This is an optimization exercise on Yosys and OpenROAD, whose aim is small area, a short achievable clock period and few clock cycles per item, not a production implementation.
Where RTL was checked, it was by simulation tests only, not by an equivalence proof against the original.
The RTL of run 8 was laid out without a check of its function.

## flow/design.v (module list and top-level ports; edited modules follow where they fit)
// module fpu_expand: 20 lines
// module fpu_rsh: 15 lines
// module fpu_clz: 43 lines
// module fpu_mul: 3634 lines
// module fpu_fadd: 61 lines
// module fpu_fcmp: 37 lines
// module fpu_padd: 40 lines
// module fpu_lt: 20 lines
// module fpu: 135 lines
module fpu (
    input wire clk,
    input wire rst,
    input wire [31:0] fpscr,
    input wire in_valid,
    input wire [15:0] in_raw,
    input wire [3:0] in_fop,
    input wire [31:0] in_frl,
    input wire [31:0] in_frh,
    input wire [31:0] in_fr0,
    output reg out_valid,
    output reg out_t,
    output reg out_t_wen,
    output reg [31:0] out_fpul,
    output reg out_fpul_wen,
    output reg out_wen,
    output reg [3:0] out_wdst,
    output reg out_wbank,
    output reg [31:0] out_wdata
);
  // ...
==> flow/flow/run.sh <==
#!/bin/bash

set -euo pipefail
bash standard.sh SETUP_SLACK_MARGIN=12 finish > standard_flow.log 2>&1
==> flow/standard.sh <==
#!/bin/bash
# synth_recipe.tcl (not shown) runs the flow's synth.tcl, then flattens the netlist and writes it again
# the make line also repeats each setting of config.mk as NAME=value (left out here)
make -C /OpenROAD-flow-scripts/flow DESIGN_CONFIG=/design/flow/config.mk WORK_HOME=/design/flow/orfs CLKGATE_MAP_FILE= SYNTH_SCRIPT=/design/flow/synth_recipe.tcl "${@:-finish}"
==> flow/config.mk <==
export PLATFORM = sky130hd
export DESIGN_NAME = fpu
export DESIGN_NICKNAME = fpu
export VERILOG_FILES = /design/flow/design.v
export SDC_FILE = /design/flow/constraint.sdc
export NUM_CORES = 4
export LEC_CHECK = 0
export CAP_MARGIN = 20
export CORE_MARGIN = 2
export CORE_UTILIZATION = 40
export PLACE_DENSITY = 0.6
export SLEW_MARGIN = 20
==> flow/constraint.sdc <==
create_clock -name core_clock -period 25.0 [get_ports {clk}]
set_input_delay 5.0000 -clock core_clock [delete_from_list [all_inputs] [get_ports {clk}]]
set_output_delay 5.0000 -clock core_clock [all_outputs]
set_load 0.01 [all_outputs]
==> results.toml, run 1 <==
[outcome]
status = "finished clean"

[drt]
firstDrtPassIters = 9
wl_met3_mm = 15.99
wirelength_mm = 133.8
vias = 31697

[setup_path]
cp_max_fo = 8
cpPeakStageDelay_ns = 0.59

[layout]
n_sequential_cell = 90
fill_cells = 7765
largest_cell_class = "multi-input combinational cells"
multi_input_cells = 3171
antenna_cells = 4

[placement]
dp_hpwl_mm = 98.19
place_ws_ns = 7.624
dpl_cell_area_um2 = 35070

[floorplan]
die_h_um = 289.4
io_pins = 225

[global_routing]
grt_pass1_wl_mm = 195.4

[synth]
yosys.area_share.simple_pct = 18.78
synth_top_family_by_area = "adder cells"
synthXorXnorAreaFrac_pct = 4.112

[timing]
hold_violations = 0

[clocking]
cts_buffer_depth = 2
cts-root-buf = "clkbuf_16"
numCtsBuffers = 9
ctsHoldBuffers = 0
Testbench counts, summed over its fixed seeds: cycles 2,056, ops 2,048.
==> run 2, diff against run 1 <==
==> flow/flow/run.sh (replaced) <==
#!/bin/bash
set -euo pipefail
bash standard.sh SETUP_SLACK_MARGIN=11 finish > standard_flow.log 2>&1
--- a/flow/config.mk
+++ b/flow/config.mk
@@ -5,6 +5,7 @@
 export SDC_FILE = /design/flow/constraint.sdc
 export NUM_CORES = 4
 export LEC_CHECK = 0
+export ABC_AREA = 1
 export CAP_MARGIN = 20
 export CORE_MARGIN = 2
 export CORE_UTILIZATION = 40
==> results.toml, run 2 <==
[timing]
fin_crit_ns = 13.83
hold_ws_ns = 5.089
slew_headroom_pct = 28.22
finalSetupTns_ns = 0
max_freq_mhz = 72.32
setup_viol = 0
slew_violations = 0
worstMarginPinSlew_ns = 1.067
setup_ws_ns = 11.17
hold_violations = 0
rsz0062_at_grt = "false"
timing.final.crit_share_pct = 55.31

[synth]
synth-seq-cells = 90
yosysUniqueCellTypes = 69
synth.most_common_cell = "nand2_1"
synth_area_leaders = "fa_1 32%, nand2_1 11%, inv_1 10%, ha_1 9.6%, dfxtp_1 5.7%"
synth_edf_count = 0
postSynthCellCount = 4476
synth_seq_area_share_pct = 5.749
syn_area_um2 = 31340
netlist_top_cells_count = "939 x nand2_1, 874 x inv_1, 497 x fa_1"
synth.largest_area_cell = "fa_1"
synth_ff_type = "dfxtp_1"
synthArstFlopShare_pct = 0
yosysTopAreaCellShare_pct = 31.75
avgSynthCellArea_um2 = 7.002
ys_warn_count = 1

[floorplan]
io_pins = 225
dieArea_um2 = 80610
die_h_um = 283.9
die_width_um = 283.9
initial_core_util_pct = 40.46
rows = 102
design.core.area_um2 = 77470

[outcome]
status = "finished clean"

[drt]
firstDrtPassIters = 6
routedWlPerCell_um = 21.10
drt-initial-drc-count = 3051
final_antenna_net_count = 0
vias = 30169
drc = 0
via_per_inst = 5.347
wirelength_mm = 119.0

[clocking]
ctsHoldBuffers = 0
tritoncts = "done"
cts_buffer_depth = 2
cts.clk_slew.worst_paths_ns = 0.07
h-tree-depth = 3
numCtsBuffers = 9
cts-root-buf = "clkbuf_16"
cts.sinks = 90

[setup_path]
crit_type = "primary input to primary output"
crit_slowest_cell = "clkdlybuf4s50_1"
cpPeakStageDelay_ns = 0.62
cp.buffers_inverters = 3
cp_max_fo = 3
crit_arrival_ns = 8.83
crit_chain = "clkdlybuf4s50_1 > inv_1 > ha_1 > nand2_1 > nor2_1 > a211oi_1 > o221ai_1 > a21oi_1 > o221ai_1 > nand2_1 > nand3_1 > xor2_1 > o21a_1 > o211ai_1 > nand3_1 > a32o_1 > clkdlybuf4s50_1"
critPathTopFamily = "compound AO/OA/AOI/OAI gates"
start_kind = "primary input"
crit_required_ns = 20.00
crit_path_end_kind = "primary output"

[global_routing]
gr-total-overflow = 0
grt_max_degree = 69
grt.total_usage_pct = 29.26
grt_pass1_wl_mm = 179.6
grt_pass1_vias = 29408
antenna_found_initial = 3

[layout]
layout_common_cells = "928 x nand2_1, 860 x inv_1, 497 x fa_1"
fin_area_um2 = 35110
drive_gt1_share_pct = 6.825
reg.largest.list = "r_big (25), r_sml (25), r_base (10)"
layout_commonest_cell = "nand2_1"
area.growth.synth_to_final_pct = 12.02
instances_no_fill = 5642
utilization_pct = 45.32
nets = 5485

[placement]
place_ws_ns = 9.210
gp_congestion = 0.9808
port_buffers = 147
dp_cells = 5563
dp_hpwl_mm = 92.81
dpl_cell_area_um2 = 33740

[flow_run]
drv_cap = 0

[hold_path]
hold_path_class = "primary input to register"
## run 2: routing by layer
layer	vias to the layer above	global-route usage (%)	part of all wire, %
li1	13916	-	-
met4	4	10.81	4.8
met5	-	0	0.020
met3	325	5.555	10
met1	14410	41.04	42
met2	1514	44.68	42
## run 2: logic make-up (layout without fill, tap and decap cells)
| logic type | after synthesis | in the layout | synth area share [%] |
|---|---|---|---|
| AOI/OAI and AO/OA | 554 | 555 | 9.825 |
| xor gates and xnor gates | 138 | 138 | 3.856 |
| adders and majority gates | 739 | 739 | 41.40 |
| buffers and inverters | 1108 | 1196 | 14.03 |
| DFF | 90 | 90 | 5.749 |
| muxes | 5 | 5 | 0.1597 |
| other | 2 | 35 | 0.02396 |
| and+or+nand+nor | 1840 | 1844 | 24.96 |
## run 2: path summary, 6_finish.rpt
kind | slack (ns) | cells past startpoint | startpoint | end
min | 5.09 | 1 | in_raw[10] | r_tag[2]
max | 11.17 | 17 | in_frh[2] | out_t
## run 2: final cells by class
cell class	instances	area (um2)
Antenna cell	1	2.502
Multi-Input combinational cell	3315	25580
Tap cell	1040	1301
Clock inverter	7	95.09
Timing Repair Buffer	265	2545
Timing Repair inverter	1	8.758
Clock buffer	9	225.2
Inverter	914	3547
Sequential cell	90	1803
Fill cell	8116	42360
## run 2: timing repair
action                     CTS  global route
pin swaps                    8             6
gates cloned                 4             2
resized for setup           60           103
buffers inserted            22            34
hold endpoints to repair     0             0
setup endpoints to repair  109           102
==> run 3, diff against run 2 <==
==> flow/flow/run.sh (replaced) <==
#!/bin/bash
set -euo pipefail
bash standard.sh SETUP_SLACK_MARGIN=12.5 finish > standard_flow.log 2>&1
==> results.toml, run 3 <==
[synth]
synth_ff_type = "dfxtp_1"
synth.largest_area_cell = "fa_1"
yosysUniqueCellTypes = 69
ys_warn_count = 1
netlist_top_cells_count = "939 x nand2_1, 874 x inv_1, 497 x fa_1"
avgSynthCellArea_um2 = 7.002
synth.most_common_cell = "nand2_1"
synth-seq-cells = 90
yosysTopAreaCellShare_pct = 31.75
syn_area_um2 = 31340
synth_seq_area_share_pct = 5.749
synthArstFlopShare_pct = 0
postSynthCellCount = 4476
synth_edf_count = 0
synth_area_leaders = "fa_1 32%, nand2_1 11%, inv_1 10%, ha_1 9.6%, dfxtp_1 5.7%"

[outcome]
status = "finished clean"

[clocking]
cts.clk_slew.worst_paths_ns = 0.07
cts_buffer_depth = 2
tritoncts = "done"
cts.sinks = 90
cts-root-buf = "clkbuf_16"
numCtsBuffers = 9
ctsHoldBuffers = 0
h-tree-depth = 3

[layout]
fill_cells = 7682
antenna_cells = 0
instances_no_fill = 5872
area.growth.synth_to_final_pct = 23.99
drive_gt1_share_pct = 18.00
layout_commonest_cell = "nand2_1"
reg.largest.list = "r_big (25), r_sml (25), r_base (10)"
layout_common_cells = "852 x nand2_1, 828 x inv_1, 486 x fa_1"
nets = 5717

[timing]
hold_violations = 0
rsz0062_at_grt = "true"
max_freq_mhz = 79.29
finalSetupTns_ns = 0
timing.final.crit_share_pct = 50.45
worstMarginPinSlew_ns = 1.167
fin_crit_ns = 12.61
hold_ws_ns = 5.098
setup_ws_ns = 12.39
setup_viol = 0
slew_violations = 0
slew_headroom_pct = 21.45

[drt]
wirelength_mm = 129.5
drt-initial-drc-count = 3448
vias = 32054
drc = 0
routedWlPerCell_um = 22.05
final_antenna_net_count = 0
via_per_inst = 5.459
firstDrtPassIters = 8

[global_routing]
grt_pass1_vias = 30688
grt.total_usage_pct = 30.68
grt_pass1_wl_mm = 187.8
antenna_found_initial = 6
grt_max_degree = 49
gr-total-overflow = 0

[placement]
dp_cells = 5561
gp_congestion = 0.9801
port_buffers = 147
place_ws_ns = 8.864
dp_hpwl_mm = 92.36

[setup_path]
crit_path_frequent_cell = "nor2_1"
start_kind = "register"
cpPeakStageDelay_ns = 0.45
crit_path_end_kind = "primary output"
crit_type = "register to primary output"
crit_required_ns = 20.00
crit_slowest_cell = "dfxtp_4"
crit_arrival_ns = 7.61
cp_max_fo = 13

[floorplan]
design.core.area_um2 = 77470
die_width_um = 283.9
die_h_um = 283.9
io_pins = 225
dieArea_um2 = 80610
initial_core_util_pct = 40.46
rows = 102

[hold_path]
hold_path_class = "primary input to register"

[flow_run]
drv_cap = 0
==> run 3: cell types whose count changed in the layout (fill, tap and decap cells not counted), moves of 32 or more <==
cell,before,now
clkdlybuf4s50_1,116,52
nand2_1,928,852
o21ai_0,236,166
buf_6,5,51
nand2_4,5,37
buf_4,102,251
o21ai_2,7,48
nand2_2,24,67
inv_1,860,828
==> run 3: metrics by stage <==
stage	util, %	cell area [um2]
floorplan	-	31540
global placement	43.55	33740
detailed placement	43.55	33740
CTS	47.46	36760
global route	50.16	38860
finish	50.16	38860
==> run 3: timing repair <==
| action | in CTS | in global routing |
|---|---|---|
| buffers inserted | 158 | 102 |
| resized for setup | 525 | 412 |
| cloned | 21 | 15 |
| pin swaps | 100 | 144 |
| endpoints found under the setup margin | 110 | 108 |
==> run 3: path summary, 6_finish.rpt <==
check  cells past startpoint      endpoint  startpoint
max                       54  out_wdata[8]     r_sh[0]
min                        1      r_tag[4]   fpscr[21]
==> run 3: cells by family after synthesis <==
logic type | count (synthesis) | synth area share [%]
muxes | 5 | 0.1597
DFF | 90 | 5.749
adders and majority gates | 739 | 41.40
xor gates and xnor gates | 138 | 3.856
and+or+nand+nor | 1840 | 24.96
other | 2 | 0.02396
buffers and inverters | 1108 | 14.03
AOI/OAI and AO/OA | 554 | 9.825
==> run 3: per-layer routing <==
metal,part of all wire (%),track usage [%]
met2,43,47.32
met4,5.5,12.31
met1,40,41.25
met3,12,7.428
met5,0.028,0
==> run 3: worst max-delay path, delay by kind of cell, from the launching register on <==
family	cells	cell delay, ns
AO/OA/AOI/OAI	11	1.52
XOR/XNOR	1	0.17
adder cells (fa/ha/maj)	2	0.65
buffers and inverters	12	1.51
flip-flops	1	0.45
AND/OR/NAND/NOR	28	2.95
==> run 3: area by class of cell <==
class	instances	area, um2	area share [%]
Clock inverter	4	98.84	0.2544
Multi-Input combinational cell	3325	27060	69.63
Inverter	914	3636	9.357
Tap cell	1040	1301	3.349
Timing Repair Buffer	485	4679	12.04
Clock buffer	11	252.7	0.6504
Timing Repair inverter	3	23.77	0.06118
Sequential cell	90	1810	4.659
==> run 4, diff against run 3 <==
==> flow/flow/run.sh (replaced) <==
#!/bin/bash
set -euo pipefail
bash standard.sh SETUP_SLACK_MARGIN=11.75 finish > standard_flow.log 2>&1
==> results.toml, run 4 <==
[hold_path]
hp-start = "in_raw[9]"
hold_path_class = "primary input to register"
hold_depth = 1
hold-path-endpoint = "r_tag[1]"

[setup_path]
crit_arrival_ns = 8.13
crit_required_ns = 20.00
crit_type = "primary input to primary output"
crit_path_end_kind = "primary output"
cp_max_fo = 3
crit_path_frequent_cell = "nand3_1"
crit_chain = "clkdlybuf4s50_1 > ha_1 > nand4_1 > o221ai_2 > a21oi_2 > o221ai_1 > nand2_1 > nand3_1 > xor2_1 > o21a_1 > o211ai_1 > nand3_1 > a32o_2 > dlygate4sd2_1"
cp.buffers_inverters = 2
start_kind = "primary input"
critPathTopFamily = "compound AO/OA/AOI/OAI gates"
crit_slowest_cell = "clkdlybuf4s50_1"
cpPeakStageDelay_ns = 0.62

[synth]
synth_seq_area_share_pct = 5.749
yosysUniqueCellTypes = 69
yosysTopAreaCellShare_pct = 31.75
synth.most_common_cell = "nand2_1"
synth-seq-cells = 90
synth_ff_type = "dfxtp_1"
synth.largest_area_cell = "fa_1"
avgSynthCellArea_um2 = 7.002
synth_area_leaders = "fa_1 32%, nand2_1 11%, inv_1 10%, ha_1 9.6%, dfxtp_1 5.7%"
ys_warn_count = 1
synth_edf_count = 0
netlist_top_cells_count = "939 x nand2_1, 874 x inv_1, 497 x fa_1"
syn_area_um2 = 31340
postSynthCellCount = 4476
synthArstFlopShare_pct = 0

[clocking]
cts.clk_slew.worst_paths_ns = 0.07
tritoncts = "done"
cts-root-buf = "clkbuf_16"
cts.sinks = 90
numCtsBuffers = 9
cts_buffer_depth = 2
h-tree-depth = 3

[drt]
final_antenna_net_count = 0
drc = 0
via_per_inst = 5.379
routedWlPerCell_um = 21.22
wirelength_mm = 120.7
drt-initial-drc-count = 2963
firstDrtPassIters = 7
vias = 30590

[floorplan]
die_h_um = 283.9
dieArea_um2 = 80610
rows = 102
io_pins = 225
die_width_um = 283.9
design.core.area_um2 = 77470
initial_core_util_pct = 40.46

[timing]
hold_violations = 0
slew_headroom_pct = 20.26
worstMarginPinSlew_ns = 1.185
finalSetupTns_ns = 0
rsz0062_at_grt = "true"
max_freq_mhz = 76.14
fin_crit_ns = 13.13
setup_viol = 0
timing.final.crit_share_pct = 52.53
setup_ws_ns = 11.87
hold_ws_ns = 5.099
slew_violations = 0

[global_routing]
grt.total_usage_pct = 29.31
grt_pass1_wl_mm = 180.6
antenna_found_initial = 5
grt_pass1_vias = 30039
gr-total-overflow = 0
grt_max_degree = 53

[layout]
nets = 5530
layout_commonest_cell = "nand2_1"
reg.largest.list = "r_big (25), r_sml (25), r_base (10)"
drive_gt1_share_pct = 9.729
instances_no_fill = 5687
fin_area_um2 = 35850
fill_cells = 8032
layout_common_cells = "914 x nand2_1, 847 x inv_1, 493 x fa_1"
area.growth.synth_to_final_pct = 14.40

[placement]
gp_congestion = 0.9922
port_buffers = 147
dpl_cell_area_um2 = 33730
dp_cells = 5562
dp_hpwl_mm = 92.46
place_ws_ns = 8.971

[outcome]
status = "finished clean"

[flow_run]
drv_cap = 0
## run 4: cell counts after synthesis
Identical to the previous run, type by type.
## run 4: layout make-up
class | count | area [um2] | share of cell area, %
diodes | 1 | 2.502 | 0.006979
multi-input cells | 3317 | 25940 | 72.35
repair buffers | 308 | 2874 | 8.016
inverters | 914 | 3627 | 10.12
repair inverters | 1 | 6.256 | 0.01745
flip-flops and latches | 90 | 1805 | 5.036
clock buffers | 12 | 246.5 | 0.6875
well taps | 1040 | 1301 | 3.629
clock inverters | 4 | 51.30 | 0.1431
## run 4: stage by stage
step           util (%)
2_1_floorplan         -
3_3_place_gp      43.54
4_1_cts           44.93
5_1_grt           46.28
3_5_place_dp      43.54
6_report          46.28
## run 4: cell families (layout without fill, tap and decap cells)
| kind of cell | count (synthesis) | in the layout | synth area share [%] |
|---|---|---|---|
| simple gates | 1840 | 1846 | 24.96 |
| buf+inv | 1108 | 1239 | 14.03 |
| fa+ha+maj | 739 | 739 | 41.40 |
| compound gates | 554 | 555 | 9.825 |
| xor+xnor | 138 | 138 | 3.856 |
| flops | 90 | 90 | 5.749 |
| mux | 5 | 5 | 0.1597 |
| other cells | 2 | 35 | 0.02396 |
## run 4: worst max-delay path by stage
stage,startpoint,depth (start not counted),slack (ns),endpoint
after floorplan,in_fop[2],43,11.82,r_zexp[6]
final,in_frl[5],14,11.87,out_t
after CTS,in_frl[1],36,11.60,r_sml[5]
after global routing,r_sh[0],52,11.65,out_wdata[30]
after detailed placement,in_fop[0],38,8.97,r_sml[5]
after global placement,in_fop[0],39,9.08,r_sml[18]
## run 4: what timing repair did
item,in CTS,in global routing
gates cloned,6,7
setup buffers,43,52
hold buffers,0,0
pin swaps,17,37
setup endpoints to repair,109,109
gates resized for setup,166,201
## run 4: routing by layer
layer  part of all wire [%]  GRT usage, %
met1                     42         40.25
met2                     43         44.66
met3                     11         6.182
met4                    5.0         12.22
met5                      0             0
==> run 5, diff against run 4 <==
==> flow/flow/run.sh (replaced) <==
#!/bin/bash
set -euo pipefail
bash standard.sh SETUP_SLACK_MARGIN=12 finish > standard_flow.log 2>&1
--- a/flow/config.mk
+++ b/flow/config.mk
@@ -8,6 +8,6 @@
 export ABC_AREA = 1
 export CAP_MARGIN = 20
 export CORE_MARGIN = 2
-export CORE_UTILIZATION = 40
-export PLACE_DENSITY = 0.6
+export CORE_UTILIZATION = 55
+export PLACE_DENSITY = 0.7
 export SLEW_MARGIN = 20
==> results.toml, run 5 <==
[timing]
rsz0062_at_grt = "true"
fin_crit_ns = 12.94
slew_violations = 0
finalSetupTns_ns = 0
worstMarginPinSlew_ns = 1.008
timing.final.crit_share_pct = 51.74
hold_violations = 0
setup_viol = 0
max_freq_mhz = 77.31
slew_headroom_pct = 32.53
setup_ws_ns = 12.07

[global_routing]
antenna_found_initial = 6
grt_pass1_vias = 30266
grt.total_usage_pct = 40.00
grt_pass1_wl_mm = 178.2
grt_max_degree = 69
gr-total-overflow = 0

[flow_run]
drv_cap = 0

[synth]
yosysTopAreaCellShare_pct = 31.75
yosysUniqueCellTypes = 69
syn_area_um2 = 31340
synth_edf_count = 0
synth_seq_area_share_pct = 5.749
synth_area_leaders = "fa_1 32%, nand2_1 11%, inv_1 10%, ha_1 9.6%, dfxtp_1 5.7%"
ys_warn_count = 1
avgSynthCellArea_um2 = 7.002
synth-seq-cells = 90
synth.largest_area_cell = "fa_1"
synth.most_common_cell = "nand2_1"
synthArstFlopShare_pct = 0
postSynthCellCount = 4476
netlist_top_cells_count = "939 x nand2_1, 874 x inv_1, 497 x fa_1"
synth_ff_type = "dfxtp_1"

[setup_path]
cpPeakStageDelay_ns = 0.55
crit_path_end_kind = "register"
start_kind = "primary input"
crit_arrival_ns = 13.14
crit_type = "primary input to register"
crit_path_frequent_cell = "fa_1"
cp_max_fo = 24
crit_required_ns = 25.21
crit_slowest_cell = "fa_1"

[layout]
fin_area_um2 = 36500
area.growth.synth_to_final_pct = 16.46
fill_cells = 5126
layout_common_cells = "890 x nand2_1, 841 x inv_1, 493 x fa_1"
nets = 5604
layout_commonest_cell = "nand2_1"
reg.largest.list = "r_big (25), r_sml (25), r_base (10)"
drive_gt1_share_pct = 12.29

[clocking]
numCtsBuffers = 9
cts_buffer_depth = 2
h-tree-depth = 3
cts-root-buf = "clkbuf_16"
cts.clk_slew.worst_paths_ns = 0.07
tritoncts = "done"
ctsHoldBuffers = 0
cts.sinks = 90

[placement]
gp_congestion = 1.016
port_buffers = 147
dpl_cell_area_um2 = 33350
dp_hpwl_mm = 88.86
place_ws_ns = 9.503

[floorplan]
dieArea_um2 = 58910
io_pins = 225
rows = 87
die_h_um = 242.7
die_width_um = 242.7
design.core.area_um2 = 56390
initial_core_util_pct = 55.58

[drt]
via_per_inst = 5.775
wirelength_mm = 120.6
drt-initial-drc-count = 3402
vias = 31663
final_antenna_net_count = 0
drc = 0
firstDrtPassIters = 6
routedWlPerCell_um = 21.99

[outcome]
status = "finished clean"

[hold_path]
hold_path_class = "primary input to register"
hold_depth = 1
run 5: cell families (layout without fill, tap and decap cells):
| logic type | Yosys count | after routing | synth area share (%) |
|---|---|---|---|
| fa+ha+maj | 739 | 739 | 41.40 |
| xor+xnor | 138 | 138 | 3.856 |
| compound gates | 554 | 556 | 9.825 |
| mux | 5 | 5 | 0.1597 |
| simple gates | 1840 | 1844 | 24.96 |
| buf+inv | 1108 | 1314 | 14.03 |
| other cells | 2 | 41 | 0.02396 |
| flops | 90 | 90 | 5.749 |
run 5: metrics by stage:
step / std cells / utilization, % / hold slack [ns]
6_report: 5483 / 64.73 / 5.097
3_5_place_dp: 5275 / 59.15 / 5.454
3_3_place_gp: 5275 / 59.15 / 5.448
2_1_floorplan: 4508 / - / 5.028
4_1_cts: 5385 / 62.13 / 5.091
5_1_grt: 5477 / 64.70 / 5.090
run 5: worst max-delay path, delay by kind of cell:
| kind | cells | cell delay, ns |
|---|---|---|
| compound gates | 9 | 1.44 |
| xor+xnor | 1 | 0.14 |
| buf+inv | 12 | 1.53 |
| fa+ha+maj | 8 | 3.51 |
| simple gates | 11 | 1.44 |
run 5: worst paths after layout:
path	startpoint	end
worst max-delay path	in_fop[0]	r_zexp[6]
worst min-delay path	in_raw[11]	r_tag[3]
run 5: area by class of cell:
| type | count | area (um2) | share of cell area, % |
|---|---|---|---|
| Multi-Input combinational cell | 3316 | 26190 | 71.75 |
| Inverter | 914 | 3618 | 9.914 |
| Timing Repair Buffer | 381 | 3601 | 9.866 |
| Sequential cell | 90 | 1810 | 4.960 |
| Tap cell | 756 | 945.9 | 2.592 |
| Clock buffer | 9 | 225.2 | 0.6171 |
| Clock inverter | 7 | 70.07 | 0.1920 |
| Timing Repair inverter | 3 | 23.77 | 0.06513 |
| Antenna cell | 7 | 17.52 | 0.04799 |
run 5: what timing repair did:
item / CTS / global route
pin swaps: 28 / 84
buffers inserted: 85 / 80
cloned: 9 / 10
resized for setup: 225 / 234
endpoints found under the hold margin: 0 / 0
setup endpoints to repair: 109 / 95
run 5: per-layer routing:
| metal | vias to the layer above | part of all wire [%] | GRT usage, % | wire (um) |
|---|---|---|---|---|
| li1 | 14174 | - | - | - |
| met2 | 2150 | 42 | 61.00 | 51170 |
| met4 | 2 | 7.8 | 25.60 | 9385 |
| met5 | - | 0.0058 | 0 | 7 |
| met1 | 14786 | 36 | 49.55 | 43380 |
| met3 | 551 | 14 | 11.91 | 16640 |
==> run 6, diff against run 5 <==
--- a/flow/config.mk
+++ b/flow/config.mk
@@ -8,6 +8,6 @@
 export ABC_AREA = 1
 export CAP_MARGIN = 20
 export CORE_MARGIN = 2
-export CORE_UTILIZATION = 55
-export PLACE_DENSITY = 0.7
+export CORE_UTILIZATION = 30
+export PLACE_DENSITY = 0.5
 export SLEW_MARGIN = 20
==> results.toml, run 6 <==
[setup_path]
crit_required_ns = 20.00
crit_path_end_kind = "primary output"
cp_max_fo = 3
crit_arrival_ns = 7.91
crit_type = "primary input to primary output"
start_kind = "primary input"

[outcome]
status = "finished clean"

[layout]
fill_cells = 11187
nets = 5627
area.growth.synth_to_final_pct = 19.96
fin_area_um2 = 37600
layout_commonest_cell = "nand2_1"
reg.largest.list = "r_big (25), r_sml (25), r_base (10)"
drive_gt1_share_pct = 13.30
layout_common_cells = "887 x nand2_1, 846 x inv_1, 495 x fa_1"

[floorplan]
die_width_um = 327.2
rows = 118
design.core.area_um2 = 103600
initial_core_util_pct = 30.24
dieArea_um2 = 107100
io_pins = 225
die_h_um = 327.2

[timing]
worstMarginPinSlew_ns = 1.039
timing.final.crit_share_pct = 51.66
max_freq_mhz = 77.43
finalSetupTns_ns = 0
rsz0062_at_grt = "true"
slew_violations = 0
fin_crit_ns = 12.91
slew_headroom_pct = 30.66
setup_viol = 0
hold_violations = 0

[drt]
final_antenna_net_count = 0
drc = 0
vias = 31050
wirelength_mm = 132.0
firstDrtPassIters = 6
drt-initial-drc-count = 2891
via_per_inst = 5.070
routedWlPerCell_um = 21.56

[hold_path]
hold_path_class = "primary input to register"

[clocking]
tritoncts = "done"
cts-root-buf = "clkbuf_16"
cts.clk_slew.worst_paths_ns = 0.07
cts_buffer_depth = 2
cts.sinks = 90
numCtsBuffers = 9
h-tree-depth = 3

[synth]
postSynthCellCount = 4476
synth_edf_count = 0
netlist_top_cells_count = "939 x nand2_1, 874 x inv_1, 497 x fa_1"
synth_seq_area_share_pct = 5.749
synth-seq-cells = 90
syn_area_um2 = 31340
yosysTopAreaCellShare_pct = 31.75
avgSynthCellArea_um2 = 7.002
synth_ff_type = "dfxtp_1"
yosysUniqueCellTypes = 69
synthArstFlopShare_pct = 0
synth_area_leaders = "fa_1 32%, nand2_1 11%, inv_1 10%, ha_1 9.6%, dfxtp_1 5.7%"
synth.most_common_cell = "nand2_1"
ys_warn_count = 1
synth.largest_area_cell = "fa_1"

[global_routing]
grt_pass1_vias = 30423
antenna_found_initial = 7
grt_max_degree = 68
grt.total_usage_pct = 24.10
gr-total-overflow = 0
grt_pass1_wl_mm = 193.9

[placement]
gp_congestion = 0.9411
dp_hpwl_mm = 99.97
dpl_cell_area_um2 = 34240
port_buffers = 147

[flow_run]
drv_cap = 0
## run 6: changes by cell type in the layout (fill, tap and decap cells not counted), sizes merged, moves of 2 or more
| cell | before | now |
|---|---|---|
| nand3 | 238 | 240 |
| diode | 7 | 1 |
| clkbuf | 33 | 25 |
| dlygate4sd2 | 12 | 15 |
| buf | 228 | 271 |
| clkdlybuf4s50 | 99 | 81 |
| clkinv | 28 | 25 |
## run 6: routing by layer
metal	global-route usage, %	vias to the layer above	routed length, um
li1	-	14241	-
met1	33.96	15127	57900
met2	37.49	1438	57660
met3	3.815	242	11530
met4	8.097	2	4935
met5	0	-	7
## run 6: area by class of cell
type                       count  area (um2)  area share (%)
multi-input combinational   3319       26330           70.02
timing repair buffer         401        3745           9.961
inverter                     914        3656           9.724
sequential                    90        1819           4.839
tap                         1380        1727           4.593
clock buffer                  10       229.0          0.6090
clock inverter                 6       57.56          0.1531
timing repair inverter         3       33.78         0.08986
antenna                        1       2.502        0.006656
## run 6: repair_timing
item / CTS / global route
setup endpoints to repair: 109 / 108
hold buffers: 0 / 0
gates cloned: 12 / 9
setup buffers: 88 / 88
pin swaps: 26 / 97
resized for setup: 274 / 298
## run 6: cell families after synthesis
family	count (synthesis)	synth area share (%)
AO/OA/AOI/OAI	554	9.825
adder cells (fa/ha/maj)	739	41.40
flip-flops	90	5.749
other	2	0.02396
multiplexers	5	0.1597
AND/OR/NAND/NOR	1840	24.96
XOR/XNOR	138	3.856
buffers and inverters	1108	14.03
## run 6: final timing paths
path	startpoint	end	slack (ns)	cells past startpoint
hold / removal	in_raw[11]	r_tag[3]	5.07	1
setup / recovery	in_frh[11]	out_t	12.09	13
## run 6: critical path, stage by stage
cell             delay (ns)
clkdlybuf4s50_1        0.79
inv_1                  0.13
ha_1                   0.30
nand4_1                0.19
o221ai_2               0.28
nand2_1                0.09
nand3_1                0.11
xor2_1                 0.07
o21a_1                 0.11
o211ai_1               0.16
nand3_1                0.09
a32o_1                 0.27
dlygate4sd2_1          0.30
## run 6: per-stage QoR
step	cells	hold WS [ns]	utilization, %	setup slack [ns]
4_1_cts	6026	5.057	34.68	12.00
3_3_place_gp	5910	5.451	33.04	9.080
2_1_floorplan	4508	5.028	-	12.01
6_report	6124	5.069	36.27	12.09
3_5_place_dp	5910	5.456	33.04	9.028
5_1_grt	6123	5.077	36.27	11.82
==> run 7, diff against run 6 <==
--- a/flow/config.mk
+++ b/flow/config.mk
@@ -8,6 +8,6 @@
 export ABC_AREA = 1
 export CAP_MARGIN = 20
 export CORE_MARGIN = 2
-export CORE_UTILIZATION = 30
-export PLACE_DENSITY = 0.5
+export CORE_UTILIZATION = 40
+export PLACE_DENSITY = 0.6
 export SLEW_MARGIN = 20
==> results.toml, run 7 <==
[synth]
synth-seq-cells = 90
postSynthCellCount = 4476
synth_area_leaders = "fa_1 32%, nand2_1 11%, inv_1 10%, ha_1 9.6%, dfxtp_1 5.7%"
synth.largest_area_cell = "fa_1"
netlist_top_cells_count = "939 x nand2_1, 874 x inv_1, 497 x fa_1"
synth_seq_area_share_pct = 5.749
avgSynthCellArea_um2 = 7.002
synth_ff_type = "dfxtp_1"
yosysUniqueCellTypes = 69
yosysTopAreaCellShare_pct = 31.75
synth_edf_count = 0
synth.most_common_cell = "nand2_1"
synthArstFlopShare_pct = 0
ys_warn_count = 1
syn_area_um2 = 31340

[placement]
gp_congestion = 0.9927
dp_hpwl_mm = 91.37
port_buffers = 147
dp_cells = 5566

[drt]
drt-initial-drc-count = 3033
vias = 30580
final_antenna_net_count = 0
drc = 0
firstDrtPassIters = 6
routedWlPerCell_um = 21.21
wirelength_mm = 121.0
via_per_inst = 5.361

[clocking]
tritoncts = "done"
cts-root-buf = "clkbuf_16"
cts_buffer_depth = 2
cts.clk_slew.worst_paths_ns = 0.07
h-tree-depth = 3
cts.sinks = 90
numCtsBuffers = 9

[outcome]
status = "finished clean"

[floorplan]
rows = 102
die_h_um = 283.9
die_width_um = 283.9
io_pins = 225
initial_core_util_pct = 40.46
design.core.area_um2 = 77470
dieArea_um2 = 80610

[global_routing]
grt.total_usage_pct = 29.48
grt_max_degree = 48
antenna_found_initial = 1
grt_pass1_vias = 29679
gr-total-overflow = 0
grt_pass1_wl_mm = 181.1

[setup_path]
crit_arrival_ns = 7.85
crit_path_frequent_cell = "nand3_1"
crit_slowest_cell = "clkdlybuf4s50_1"
crit_required_ns = 20.00
start_kind = "primary input"
crit_path_end_kind = "primary output"
crit_chain = "clkdlybuf4s50_1 > inv_1 > ha_2 > nand4_1 > nor4b_2 > nand3_1 > o21a_1 > o211ai_1 > nand3_1 > a32o_2 > buf_2"
crit_type = "primary input to primary output"
cpPeakStageDelay_ns = 0.56
cp_max_fo = 4

[timing]
rsz0062_at_grt = "true"
hold_violations = 0
max_freq_mhz = 77.79
timing.final.crit_share_pct = 51.42
setup_viol = 0
worstMarginPinSlew_ns = 1.137
finalSetupTns_ns = 0
fin_crit_ns = 12.85
slew_headroom_pct = 23.50
slew_violations = 0

[layout]
reg.largest.list = "r_big (25), r_sml (25), r_base (10)"
instances_no_fill = 5704
antenna_cells = 0
drive_gt1_share_pct = 10.55
area.growth.synth_to_final_pct = 15.26
layout_common_cells = "910 x nand2_1, 851 x inv_1, 494 x fa_1"
nets = 5548
fill_cells = 7999
layout_commonest_cell = "nand2_1"

[flow_run]
drv_cap = 0

[hold_path]
hold_path_class = "primary input to register"
-- run 7: cell types whose count changed in the layout (fill, tap and decap cells not counted), moves of 9 or more --
cell / previous run / this run
nand2_2: 48 / 37
buf_6: 39 / 30
buf_4: 194 / 129
nand2_1: 887 / 910
nand2_4: 23 / 11
clkdlybuf4s50_1: 81 / 90
clkbuf_2: 6 / 22
buf_2: 22 / 8
o21ai_2: 21 / 12
o21ai_0: 209 / 218
-- run 7: area by class of cell --
class / instances / area [um2] / area share (%)
inverters: 914 / 3620 / 10.02
well taps: 1040 / 1301 / 3.602
repair inverters: 1 / 6.256 / 0.01732
clock buffers: 9 / 225.2 / 0.6235
flip-flops and latches: 90 / 1809 / 5.008
multi-input cells: 3316 / 25980 / 71.91
repair buffers: 327 / 3099 / 8.580
clock inverters: 7 / 85.08 / 0.2355
-- run 7: per-stage QoR --
| stage | hold WS (ns) | setup WS [ns] | utilization (%) | instance area (um2) |
|---|---|---|---|---|
| floorplan | 5.028 | 12.01 | - | 31470 |
| global placement | 5.450 | 8.995 | 43.58 | 33760 |
| detailed placement | 5.456 | 8.942 | 43.58 | 33760 |
| CTS | 5.081 | 12.00 | 45.55 | 35290 |
| global route | 5.082 | 11.89 | 46.63 | 36120 |
| finish | 5.093 | 12.15 | 46.63 | 36120 |
-- run 7: routing by layer --
metal | up-vias | part of all wire, % | wire [um] | track usage [%]
met5 | - | 0.052 | 63 | 0.4167
met4 | 4 | 4.3 | 5228 | 10.67
met3 | 288 | 10 | 12490 | 6.214
met2 | 1560 | 44 | 52730 | 46.05
met1 | 14680 | 42 | 50500 | 40.15
li1 | 14048 | - | - | -
-- run 7: cells by family (layout without fill, tap and decap cells) --
family                   Yosys count  after routing  share of synthesized area (%)
XOR/XNOR                         138            138                          3.856
buffers and inverters           1108           1258                          14.03
other                              2             34                        0.02396
flip-flops                        90             90                          5.749
adder cells (fa/ha/maj)          739            739                          41.40
multiplexers                       5              5                         0.1597
AND/OR/NAND/NOR                 1840           1845                          24.96
AO/OA/AOI/OAI                    554            555                          9.825
-- run 7: what timing repair did --
action                                  CTS  global route
cloned                                    9             5
resized for setup                       236           190
endpoints found under the hold margin     0             0
hold buffers                              0             0
pin swaps                                21            59
setup buffers                            61            47
endpoints found under the setup margin  109           106
-- run 7: final timing paths --
check	to	cells after the start	from
worst max-delay path	out_t	11	in_frh[27]
worst min-delay path	r_tag[1]	1	in_raw[9]
-- run 7: critical path: cells and delay by family --
family                   cells  cell delay (ns)
AND/OR/NAND/NOR              4             0.88
buffers and inverters        3             0.81
AO/OA/AOI/OAI                3             0.70
adder cells (fa/ha/maj)      1             0.45
==> module fpu_fcmp, before the edit <==
module fpu_fcmp (
    input wire [31:0] a,
    input wire [31:0] b,
    output wire eq,
    output wire gt
);
    wire sa = a[31];
    wire sb = b[31];
    wire [7:0] ea = a[30:23];
    wire [7:0] eb = b[30:23];
    wire [22:0] fa = a[22:0];
    wire [22:0] fb = b[22:0];
    wire fa_zero = (fa == 23'd0);
    wire fb_zero = (fb == 23'd0);
    wire az = (ea == 8'd0) && fa_zero;
    wire bz = (eb == 8'd0) && fb_zero;
    wire ai = (ea == 8'hff) && fa_zero;
    wire bi = (eb == 8'hff) && fb_zero;
    wire ha = ea[7] | (ea[6:0] == 7'h7f);
    wire hb = eb[7] | (eb[6:0] == 7'h7f);
    wire e_lt, e_eq, f_lt, f_eq;
    fpu_lt #(.W(8)) cmp_e (.a(eb), .b(ea), .lt(e_lt), .eq(e_eq));     
    fpu_lt #(.W(23)) cmp_f (.a(fb), .b(fa), .lt(f_lt), .eq(f_eq));    
    wire exp_gt = (ha != hb) ? hb : e_lt;
    wire exp_frac_gt = exp_gt && f_lt;
    wire same = e_eq && f_eq;
    assign eq = (az && bz) || ((sa == sb) && same);
    assign gt = (az && bz) ? 1'b0 :
                az ? sb :
                bz ? !sa :
                (sa != sb) ? sb :
                (ai && bi) ? 1'b0 :
                ai ? !sa :
                bi ? sb :
                same ? 1'b0 :
                (exp_frac_gt ^ sb);
endmodule
==> run 8, diff against run 7 <==
--- a/flow/design.v
+++ b/flow/design.v
@@ -3801,9 +3801,13 @@
     wire bi = (eb == 8'hff) && fb_zero;
     wire ha = ea[7] | (ea[6:0] == 7'h7f);
     wire hb = eb[7] | (eb[6:0] == 7'h7f);
-    wire e_lt, e_eq, f_lt, f_eq;
-    fpu_lt #(.W(8)) cmp_e (.a(eb), .b(ea), .lt(e_lt), .eq(e_eq));     
-    fpu_lt #(.W(23)) cmp_f (.a(fb), .b(fa), .lt(f_lt), .eq(f_eq));    
+    wire e_gt, f_gt;
+    fpu_gt #(.W(8)) cmp_e (.a(ea), .b(eb), .gt(e_gt));
+    fpu_gt #(.W(23)) cmp_f (.a(fa), .b(fb), .gt(f_gt));
+    wire e_lt = e_gt;
+    wire f_lt = f_gt;
+    wire e_eq = (ea == eb);
+    wire f_eq = (fa == fb);
     wire exp_gt = (ha != hb) ? hb : e_lt;
     wire exp_frac_gt = exp_gt && f_lt;
     wire same = e_eq && f_eq;
@@ -3818,6 +3822,35 @@
                 same ? 1'b0 :
                 (exp_frac_gt ^ sb);
 endmodule
+module fpu_gt #(
+    parameter W = 8
+) (
+    input wire [W-1:0] a,
+    input wire [W-1:0] b,
+    output wire gt
+);
+    localparam L = $clog2(W);
+    genvar l, i;
+    generate
+        for (l = 0; l <= L; l = l + 1) begin : lv
+            for (i = 0; i < (W >> l) + ((W % (1 << l)) != 0); i = i + 1) begin : nd
+                wire g;
+                wire p;
+                if (l == 0) begin : leaf
+                    assign g = a[i] & !b[i];
+                    assign p = a[i] | !b[i];
+                end else if (2 * i + 1 < (W >> (l - 1)) + ((W % (1 << (l - 1))) != 0)) begin : cmb
+                    assign g = lv[l-1].nd[2*i+1].g | (lv[l-1].nd[2*i+1].p & lv[l-1].nd[2*i].g);
+                    assign p = lv[l-1].nd[2*i+1].p & lv[l-1].nd[2*i].p;
+                end else begin : pas
+                    assign g = lv[l-1].nd[2*i].g;
+                    assign p = lv[l-1].nd[2*i].p;
+                end
+            end
+        end
+    endgenerate
+    assign gt = lv[L].nd[0].g;
+endmodule
 `timescale 1ns / 1ps
 `default_nettype none
 module fpu_padd #(
==> results.toml, run 8 <==
[outcome]
status = "finished clean"

[timing]
hold_ws_ns = 5.102
max_freq_mhz = 77.34
finalSetupTns_ns = 0
rsz0062_at_grt = "false"
hold_violations = 0
setup_viol = 0
slew_violations = 0
slew_headroom_pct = 34.20
fin_crit_ns = 12.93
timing.final.crit_share_pct = 51.72
worstMarginPinSlew_ns = 0.9857

[clocking]
tritoncts = "done"
ctsHoldBuffers = 0
h-tree-depth = 3
cts_buffer_depth = 2
cts.clk_slew.worst_paths_ns = 0.06
cts-root-buf = "clkbuf_16"
cts.sinks = 90
numCtsBuffers = 9

[synth]
synth_ff_type = "dfxtp_1"
ys_warn_count = 1
synthArstFlopShare_pct = 0
synth.largest_area_cell = "fa_1"
yosysTopAreaCellShare_pct = 31.24
synth-seq-cells = 90
netlist_top_cells_count = "932 x nand2_1, 921 x inv_1, 501 x nor2_1"
synth_edf_count = 0
synth_area_leaders = "fa_1 31%, nand2_1 11%, inv_1 11%, ha_1 11%, nor2_1 5.9%"
avgSynthCellArea_um2 = 6.949
postSynthCellCount = 4583
syn_area_um2 = 31850
synth_seq_area_share_pct = 5.657
yosysUniqueCellTypes = 62
synth.most_common_cell = "nand2_1"

[setup_path]
start_kind = "primary input"
crit_chain = "clkdlybuf4s50_1 > inv_1 > nand4_1 > nor4_4 > nand3_1 > or3_1 > o2111ai_2 > xor2_1 > a21oi_1 > o211ai_1 > o211ai_1 > nand2_2 > buf_4"
crit_required_ns = 20.00
cpPeakStageDelay_ns = 0.59
crit_arrival_ns = 7.93
crit_path_frequent_cell = "o211ai_1"
cp_max_fo = 3
crit_path_end_kind = "primary output"
critical_path.startpoint = "in_frl[12]"
crit_type = "primary input to primary output"
crit_slowest_cell = "clkdlybuf4s50_1"

[hold_path]
hold_path_class = "primary input to register"
hp-start = "in_raw[11]"
hold_depth = 1
hold-path-endpoint = "r_tag[3]"

[floorplan]
die_h_um = 286.2
die_width_um = 286.2
rows = 103
dieArea_um2 = 81890
io_pins = 225
initial_core_util_pct = 40.38
design.core.area_um2 = 78870

[layout]
fill_cells = 8085
nets = 5732
layout_commonest_cell = "nand2_1"
area.growth.synth_to_final_pct = 16.34
layout_common_cells = "904 x nand2_1, 894 x inv_1, 492 x fa_1"
drive_gt1_share_pct = 10.88
multi_input_area_um2 = 26330
fin_area_um2 = 37050
reg.largest.list = "r_big (25), r_sml (25), r_base (10)"
regArea_um2 = 1817

[global_routing]
grt_max_degree = 48
grt_pass1_wl_mm = 184.5
gr-total-overflow = 0
grt.total_usage_pct = 29.81
grt_pass1_vias = 30408
antenna_found_initial = 8

[placement]
dpl_cell_area_um2 = 34260
dp_hpwl_mm = 94.44
gp_congestion = 0.9928
port_buffers = 147

[drt]
vias = 31567
firstDrtPassIters = 6
routedWlPerCell_um = 21.32
drc = 0
drt-initial-drc-count = 3310
wirelength_mm = 125.2
via_per_inst = 5.376
final_antenna_net_count = 0

[flow_run]
drv_cap = 0
==> run 8: per-layer routing <==
metal	wire, um	global-route usage, %	up-vias	part of all wire, %
li1	-	-	14442	-
met1	50630	40.17	15111	40
met2	54050	46.38	1665	43
met3	12930	5.254	341	10
met4	7471	14.24	8	6.0
met5	89	0	-	0.071
==> run 8: how the worst max path moves through the flow <==
stage                     slack (ns)           end
final                          12.07         out_t
after global routing           11.94  out_wdata[8]
after CTS                      11.98     r_sml[13]
after detailed placement        8.26     r_sml[13]
after global placement          8.36     r_sml[13]
after floorplan                12.60     r_zexp[6]
==> run 8: area by class of cell <==
class,count,area share [%]
well taps,1050,3.546
flip-flops and latches,90,4.903
inverters,961,10.23
multi-input cells,3375,71.06
repair buffers,373,9.395
diodes,4,0.02702
repair inverters,4,0.08105
clock buffers,12,0.6923
clock inverters,3,0.06416
==> run 8: kinds of logic after synthesis <==
| kind of cell | Yosys count | synth area share [%] |
|---|---|---|
| AND/OR/NAND/NOR | 1853 | 24.43 |
| AO/OA/AOI/OAI | 573 | 9.775 |
| other | 2 | 0.02358 |
| XOR/XNOR | 137 | 3.768 |
| adder cells (fa/ha/maj) | 767 | 41.85 |
| flip-flops | 90 | 5.657 |
| multiplexers | 4 | 0.1257 |
| buffers and inverters | 1157 | 14.37 |
==> run 8: worst max-delay path, delay by kind of cell <==
family,cells,cell delay [ns]
xor gates and xnor gates,1,0.16
and+or+nand+nor,5,1.32
buffers and inverters,3,0.93
AOI/OAI and AO/OA,4,0.50
==> run 8: metrics by stage <==
| step | setup slack [ns] | cells | util (%) |
|---|---|---|---|
| after CTS | 11.98 | 5791 | 45.62 |
| after detailed placement | 8.258 | 5679 | 43.44 |
| final | 12.07 | 5872 | 46.98 |
| after floorplan | 12.60 | 4615 | - |
| after global routing | 11.94 | 5868 | 46.96 |
| after global placement | 8.358 | 5679 | 43.44 |
==> run 8: repair_timing <==
action | CTS | global route
setup buffers | 83 | 68
gates resized for setup | 228 | 178
gates cloned | 14 | 9
endpoints found under the setup margin | 109 | 101
pin swaps | 27 | 64
==> run 9, diff against run 8 <==
--- a/flow/design.v
+++ b/flow/design.v
@@ -3801,13 +3801,9 @@
     wire bi = (eb == 8'hff) && fb_zero;
     wire ha = ea[7] | (ea[6:0] == 7'h7f);
     wire hb = eb[7] | (eb[6:0] == 7'h7f);
-    wire e_gt, f_gt;
-    fpu_gt #(.W(8)) cmp_e (.a(ea), .b(eb), .gt(e_gt));
-    fpu_gt #(.W(23)) cmp_f (.a(fa), .b(fb), .gt(f_gt));
-    wire e_lt = e_gt;
-    wire f_lt = f_gt;
-    wire e_eq = (ea == eb);
-    wire f_eq = (fa == fb);
+    wire e_lt, e_eq, f_lt, f_eq;
+    fpu_lt #(.W(8)) cmp_e (.a(eb), .b(ea), .lt(e_lt), .eq(e_eq));     
+    fpu_lt #(.W(23)) cmp_f (.a(fb), .b(fa), .lt(f_lt), .eq(f_eq));    
     wire exp_gt = (ha != hb) ? hb : e_lt;
     wire exp_frac_gt = exp_gt && f_lt;
     wire same = e_eq && f_eq;
@@ -3822,35 +3818,6 @@
                 same ? 1'b0 :
                 (exp_frac_gt ^ sb);
 endmodule
-module fpu_gt #(
-    parameter W = 8
-) (
-    input wire [W-1:0] a,
-    input wire [W-1:0] b,
-    output wire gt
-);
-    localparam L = $clog2(W);
-    genvar l, i;
-    generate
-        for (l = 0; l <= L; l = l + 1) begin : lv
-            for (i = 0; i < (W >> l) + ((W % (1 << l)) != 0); i = i + 1) begin : nd
-                wire g;
-                wire p;
-                if (l == 0) begin : leaf
-                    assign g = a[i] & !b[i];
-                    assign p = a[i] | !b[i];
-                end else if (2 * i + 1 < (W >> (l - 1)) + ((W % (1 << (l - 1))) != 0)) begin : cmb
-                    assign g = lv[l-1].nd[2*i+1].g | (lv[l-1].nd[2*i+1].p & lv[l-1].nd[2*i].g);
-                    assign p = lv[l-1].nd[2*i+1].p & lv[l-1].nd[2*i].p;
-                end else begin : pas
-                    assign g = lv[l-1].nd[2*i].g;
-                    assign p = lv[l-1].nd[2*i].p;
-                end
-            end
-        end
-    endgenerate
-    assign gt = lv[L].nd[0].g;
-endmodule
 `timescale 1ns / 1ps
 `default_nettype none
 module fpu_padd #(
==> flow/flow/run.sh (replaced) <==
#!/bin/bash
# 1. the standard synthesis.
# 2. polarity.py flips full adders (a full adder is self-dual) to remove
#    most inverters between them; registers and their names are untouched.
set -euo pipefail
R=orfs/results/$FLOW_PLATFORM/fpu/base
bash standard.sh synth > synth.log 2>&1
python3 flow/polarity.py $R/1_2_yosys.v polar.v > polarity.log 2>&1
mkdir -p synth_std
cp $R/1_2_yosys.v synth_std/
rm -rf orfs
bash standard.sh SYNTH_NETLIST_FILES=$PWD/polar.v SETUP_SLACK_MARGIN=12 finish > standard_flow.log 2>&1
==> flow/flow/polarity.py (new file) <==
#!/usr/bin/env python3
"""Remove inverters around full-adder cells of a flat sky130 netlist written by
Yosys.  A full adder is self-dual: FA(~a,~b,~c) = (~sum, ~cout).  Each fa cell
may be flipped (inputs and outputs complemented); a greedy search picks the
flips that leave the fewest inverters, then the netlist is rewritten with one
inverter per signal that still needs its complement.
usage: polarity.py IN.v OUT.v"""
import re
import sys
from collections import defaultdict

INV = re.compile(r'sky130_fd_sc_hd__(clk)?inv_\d+$')
FA = re.compile(r'sky130_fd_sc_hd__fa_\d+$')
OUTPINS = {'X', 'Y', 'Q', 'Q_N', 'SUM', 'COUT', 'HI', 'LO'}

text = re.sub(r"\(\*.*?\*\)", "", open(sys.argv[1]).read())
# split the module body into statements
m = re.search(r'(module\s+\w+\s*\(.*?\);)(.*)(endmodule)', text, re.S)
head, body, tail = m.group(1), m.group(2), m.group(3)
stmts = [s.strip() for s in re.split(r';\s*\n', body) if s.strip()]

cells = []   # [type, name, {pin: net}]
other = []   # declarations, assigns
cell_re = re.compile(r'^(sky130_fd_sc_hd__\w+)\s+(\S+)\s*\((.*)\)$', re.S)
pin_re = re.compile(r'\.(\w+)\(\s*((?:\\\S+\s*)|[^()]*?)\s*\)')
for s in stmts:
    mm = cell_re.match(s)
    if mm:
        pins = {p: n.strip() for p, n in pin_re.findall(mm.group(3))}
        cells.append([mm.group(1), mm.group(2), pins])
    else:
        other.append(s)

# drivers
driver = {}
for i, (t, n, pins) in enumerate(cells):
    for p, net in pins.items():
        if p in OUTPINS:
            driver[net] = i

def is_inv(i):
    return INV.match(cells[i][0]) is not None

def base(net):
    """(base net, parity) following inverter chains"""
    par = 0
    seen = 0
    while net in driver and is_inv(driver[net]) and seen < 10:
        net = cells[driver[net]][2]['A']
        par ^= 1
        seen += 1
    return net, par

# loads: for every non-inverter cell input pin, the (base, parity) it wants
# nets read by assigns or ports are kept with their polarity
demand = defaultdict(lambda: [0, 0])   # base -> [count wanting +, count wanting -]
pins_of = []   # (cell index, pin, base, parity)
for i, (t, n, pins) in enumerate(cells):
    if is_inv(i):
        continue
    for p, net in pins.items():
        if p in OUTPINS:
            continue
        b, par = base(net)
        pins_of.append((i, p, b, par))

# nets used outside cells (assigns, module ports) keep their exact net
kept = set()
for s in other:
    if s.startswith('assign'):
        for tok in re.findall(r'\\\S+|[A-Za-z_][\w$]*(?:\[\d+\])?', s[6:]):
            kept.add(tok)
portnames = set()
for s in other:
    mm = re.match(r'^(input|output)\s+(\[\d+:\d+\]\s*)?(\S+)$', s)
    if mm:
        portnames.add(mm.group(3))

def netname_base(net):
    return re.sub(r'\[\d+\]$', '', net)

ext = []  # (base, parity) demands from outside cells
for net in kept:
    if net in driver or True:
        b, par = base(net)
        if b != net:
            ext.append((b, par))
for net in list(driver):
    if netname_base(net) in portnames and is_inv(driver[net]):
        b, par = base(net)
        ext.append((b, par))

fas = [i for i, c in enumerate(cells) if FA.match(c[0])]
flip = {i: 0 for i in fas}
out_of = {}
for i in fas:
    for p in ('SUM', 'COUT'):
        if p in cells[i][2]:
            out_of[cells[i][2][p]] = i

def eff(i, b, par):
    """parity wanted by pin after flips: flip of the reading FA and of the FA driving b"""
    if i in flip:
        par ^= flip[i]
    if b in out_of:
        par ^= flip[out_of[b]]
    return par

def build_cost():
    need = defaultdict(lambda: [0, 0])
    for (i, p, b, par) in pins_of:
        need[b][eff(i, b, par)] += 1
    for (b, par) in ext:
        pp = par ^ (flip[out_of[b]] if b in out_of else 0)
        need[b][pp] += 1
    return need

need = build_cost()
def cost():
    return sum(1 for b, v in need.items() if v[1] > 0)
start = cost()

# incidence for local moves
touch = defaultdict(list)  # fa -> list of (pin record or ext) affected
for k, (i, p, b, par) in enumerate(pins_of):
    if i in flip:
        touch[i].append(('p', k))
    if b in out_of:
        touch[out_of[b]].append(('p', k))
for k, (b, par) in enumerate(ext):
    if b in out_of:
        touch[out_of[b]].append(('e', k))

def rec_par(kind, k):
    if kind == 'p':
        i, p, b, par = pins_of[k]
        return b, eff(i, b, par)
    b, par = ext[k]
    return b, par ^ (flip[out_of[b]] if b in out_of else 0)

def delta(f):
    affected = {}
    for kind, k in touch[f]:
        b, pp = rec_par(kind, k)
        affected.setdefault(b, list(need[b]))
    before = sum(1 for b in affected if need[b][1] > 0)
    tmp = {b: list(v) for b, v in affected.items()}
    for kind, k in touch[f]:
        b, pp = rec_par(kind, k)
        tmp[b][pp] -= 1
    flip[f] ^= 1
    for kind, k in touch[f]:
        b, pp = rec_par(kind, k)
        tmp[b][pp] += 1
    flip[f] ^= 1
    after = sum(1 for b in tmp if tmp[b][1] > 0)
    return after - before, tmp

import random
random.seed(1)
def apply(f, tmp):
    flip[f] ^= 1
    for b, v in tmp.items():
        need[b] = v
cur = cost()
best = cur
best_flip = dict(flip)
T = 1.0
steps = 200000
for step in range(steps):
    f = random.choice(fas)
    d, tmp = delta(f)
    if d <= 0 or random.random() < pow(2.718, -d / T):
        apply(f, tmp)
        cur += d
        if cur < best:
            best = cur
            best_flip = dict(flip)
    T = max(0.05, 1.0 * (1 - step / steps))
flip.update(best_flip)
need = build_cost()
improved = True
while improved:
    improved = False
    for f in fas:
        d, tmp = delta(f)
        if d < 0:
            apply(f, tmp)
            improved = True
end = cost()
old_inv = sum(1 for i in range(len(cells)) if is_inv(i))
sys.stderr.write(f'polarity: {old_inv} inverters before, {start} signals needing one, {end} after {sum(flip.values())} flips\n')

# rewrite: nets of flipped FA outputs now carry the complement
newcells = []
invnet = {}
counter = [0]
decls = []
def comp_of(b):
    """net carrying ~b (b is the name of a base net's logical signal)"""
    if b not in invnet:
        counter[0] += 1
        nn = f'_pol{counter[0]}_'
        decls.append(f'  wire {nn};')
        newcells.append(['sky130_fd_sc_hd__inv_1', f'_polinv{counter[0]}_', {'A': b, 'Y': nn}])
        invnet[b] = nn
    return invnet[b]

def net_for(b, par):
    # the net b itself carries b' = b ^ (flip of its driver); want b ^ par (in original terms)
    pp = par ^ (flip[out_of[b]] if b in out_of else 0)
    return b if pp == 0 else comp_of(b)

for i, (t, n, pins) in enumerate(cells):
    if is_inv(i):
        continue
    newpins = dict(pins)
    for p, net in pins.items():
        if p in OUTPINS:
            continue
        b, par = base(net)
        newpins[p] = net_for(b, par ^ flip.get(i, 0))
    newcells.append([t, n, newpins])

# nets that were inverter outputs and are still used by assigns/ports: drive them again
used_outside = set(kept)
for net, i in driver.items():
    if is_inv(i) and (net in used_outside or netname_base(net) in portnames):
        b, par = base(net)
        src = net_for(b, par ^ 0)
        # net must equal original signal 'net' = b ^ par
        src = net_for(b, par)
        newcells.append(['sky130_fd_sc_hd__buf_1', f'_polbuf_{len(newcells)}_', {'A': src, 'X': net}])
# a net that had a flipped FA output and is read outside keeps its original value
for b, i in out_of.items():
    if flip[i] and (b in used_outside or netname_base(b) in portnames):
        sys.stderr.write(f'warning: flipped output {b} used outside\n')

out = [head]
for s in other:
    out.append('  ' + s + ' ;')
out.extend(decls)
for t, n, pins in newcells:
    ps = ',\n'.join(f'    .{p}({net}{" " if net.startswith(chr(92)) else ""})' for p, net in pins.items())
    out.append(f'  {t} {n} (\n{ps}\n  );')
out.append(tail)
open(sys.argv[2], 'w').write('\n'.join(out) + '\n')
==> results.toml, run 9 <==
[floorplan]
initial_core_util_pct = 40.42
die_h_um = 278.5
die_width_um = 278.5
rows = 100
design.core.area_um2 = 74570
dieArea_um2 = 77560
io_pins = 225

[outcome]
status = "finished clean"

[setup_path]
start_kind = "primary input"
crit_slowest_cell = "clkdlybuf4s50_1"
cp.buffers_inverters = 3
critPathTopFamily = "compound AO/OA/AOI/OAI gates"
crit_type = "primary input to primary output"
crit_path_frequent_cell = "nand3_1"
critical_path.startpoint = "in_frh[18]"
crit_cells = 13
crit_chain = "clkdlybuf4s50_1 > inv_1 > ha_1 > nand2_1 > o21ai_0 > a311oi_2 > nand3_1 > xor2_1 > o21a_1 > o211ai_1 > nand3_1 > a32o_1 > dlygate4sd2_1"
cpPeakStageDelay_ns = 0.52
crit_arrival_ns = 7.85
crit_required_ns = 20.00
cp_max_fo = 3
crit_path_end_kind = "primary output"

[drt]
via_per_inst = 5.595
routedWlPerCell_um = 22.59
drc = 0
vias = 30413
firstDrtPassIters = 6
drt-initial-drc-count = 3284
wirelength_mm = 122.8
final_antenna_net_count = 0

[timing]
finalSetupTns_ns = 0
rsz0062_at_grt = "true"
slew_headroom_pct = 28.23
slew_violations = 0
timing.final.crit_share_pct = 51.42
setup_viol = 0
worstMarginPinSlew_ns = 1.077
hold_violations = 0
fin_crit_ns = 12.86
hold_ws_ns = 5.092
max_freq_mhz = 77.79

[clocking]
cts.sinks = 90
tritoncts = "done"
cts-root-buf = "clkbuf_16"
numCtsBuffers = 9
h-tree-depth = 3
cts.clk_slew.worst_paths_ns = 0.07
cts_buffer_depth = 2

[global_routing]
use_met2_pct = 46.90
busiest_layer = "met2"
grt.total_usage_pct = 30.65
grt_pass1_wl_mm = 180.0
grt_max_degree = 53
antenna_found_initial = 8
grt_pass1_vias = 29408
grt_util_met1_pct = 42.28
gr-total-overflow = 0
global_route.usage.met3_pct = 6.724

[synth]
ys_warn_count = 0
syn_area_um2 = 30140
postSynthCellCount = 4157
avgSynthCellArea_um2 = 7.250

[flow_run]
drv_cap = 0

[placement]
port_buffers = 147
dp_cells = 5174
gp_congestion = 0.9767
dp_hpwl_mm = 91.30

[layout]
nets = 5347
instances_no_fill = 5436
layout_common_cells = "877 x nand2_1, 540 x inv_1, 493 x fa_1"
drive_gt1_share_pct = 14.86
area.growth.synth_to_final_pct = 20.39
fill_cells = 7475
utilization_pct = 48.66
reg.largest.list = "r_big (25), r_sml (25), r_base (10)"
layout_commonest_cell = "nand2_1"

[hold_path]
hold_depth = 4
hp-start = "in_fop[0]"
hold_path_class = "primary input to register"
==> run 9: cell count changes in the layout (fill, tap and decap cells not counted), moves of 24 or more <==
cell             before  now
nand2_1             904  877
buf_4               178  228
inv_1               894  540
clkdlybuf4s50_1     102   77
dlymetal6s2s_1        1   25
clkinvlp_4           23   49
nor2_1              486  442
ha_1                263  235
==> run 9: area by class of cell <==
cell class,count,area [um2],share of cell area (%)
Timing Repair inverter,2,15.01,0.04138
Tap cell,969,1212,3.341
Multi-Input combinational cell,3315,26220,72.25
Timing Repair Buffer,445,4294,11.83
Clock inverter,7,86.33,0.2379
Inverter,595,2416,6.659
Clock buffer,9,225.2,0.6207
Sequential cell,90,1810,4.990
Antenna cell,4,10.01,0.02759
==> run 9: routing by layer <==
layer | wire (um) | vias up
met5 | 10 | -
met4 | 5965 | 2
met3 | 13870 | 341
met2 | 52840 | 1740
met1 | 50120 | 14671
li1 | - | 13659
==> run 9: timing repair <==
action / 4_1_cts / 5_1_grt
setup buffers: 108 / 111
hold buffers: 0 / 0
gates resized for setup: 265 / 288
hold endpoints to repair: 0 / 0
pin swaps: 23 / 84
setup endpoints to repair: 110 / 107
cloned: 8 / 15
==> run 9: final timing paths <==
kind,to
hold / removal,r_valid
setup / recovery,out_t
==> run 9: stage by stage <==
stage | setup slack, ns | cell area [um2]
finish | 12.15 | 36280
global route | 11.72 | 36280
CTS | 11.98 | 34340
detailed placement | 9.290 | 32460
global placement | 9.318 | 32460
floorplan | 12.03 | 30270
Testbench counts of run 9, summed over its fixed seeds: cycles 2,056, ops 2,048.

## what the ideal ports hide
Ports are ideal in the flow. The routed layouts listed here were re-timed in OpenROAD.
Step 1, drivers: a clkbuf_16 drives clk and a buf_2 each remaining input, both assumed.
Step 2 times the ports against the registers' clock, not the clock port: input delays grow and output delays shrink by t, the midpoint of the rising clock arrivals with the driver on.
Three values: ideal, step 1, step 2; two values: the first two.
run | t, ns | setup slack, ns | hold WS [ns] | clock arrival spread, ns | worst register clock-pin slew, ns
run 1 | 0.387 | 11.701 / 11.660 / 11.475 | 5.083 / 5.065 / 5.452 | 0.012 / 0.012 | 0.07 / 0.07
run 2 | 0.385 | 11.172 / 11.150 / 11.036 | 5.089 / 5.072 / 5.456 | 0.011 / 0.011 | 0.07 / 0.07
run 3 | 0.374 | 12.388 / 12.348 / 12.173 | 5.098 / 5.085 / 5.459 | 0.010 / 0.010 | 0.07 / 0.07
run 4 | 0.373 | 11.867 / 11.847 / 11.641 | 5.099 / 5.085 / 5.459 | 0.011 / 0.011 | 0.07 / 0.07
run 5 | 0.379 | 12.065 / 12.083 / 11.704 | 5.097 / 5.076 / 5.455 | 0.005 / 0.006 | 0.07 / 0.07
run 6 | 0.409 | 12.086 / 12.047 / 11.884 | 5.069 / 5.044 / 5.453 | 0.010 / 0.010 | 0.07 / 0.07
run 7 | 0.387 | 12.146 / 12.113 / 11.914 | 5.093 / 5.069 / 5.456 | 0.013 / 0.013 | 0.07 / 0.07
run 8 | 0.371 | 12.071 / 12.048 / 11.866 | 5.102 / 5.083 / 5.455 | 0.008 / 0.009 | 0.06 / 0.06
run 9 | 0.374 | 12.145 / 12.068 / 11.853 | 5.092 / 5.085 / 5.459 | 0.008 / 0.009 | 0.07 / 0.07
After both steps every run listed still meets setup and hold. The setup slack of run 5, which loses most, moves by +0.018 ns with the drivers and by -0.361 ns with both steps.
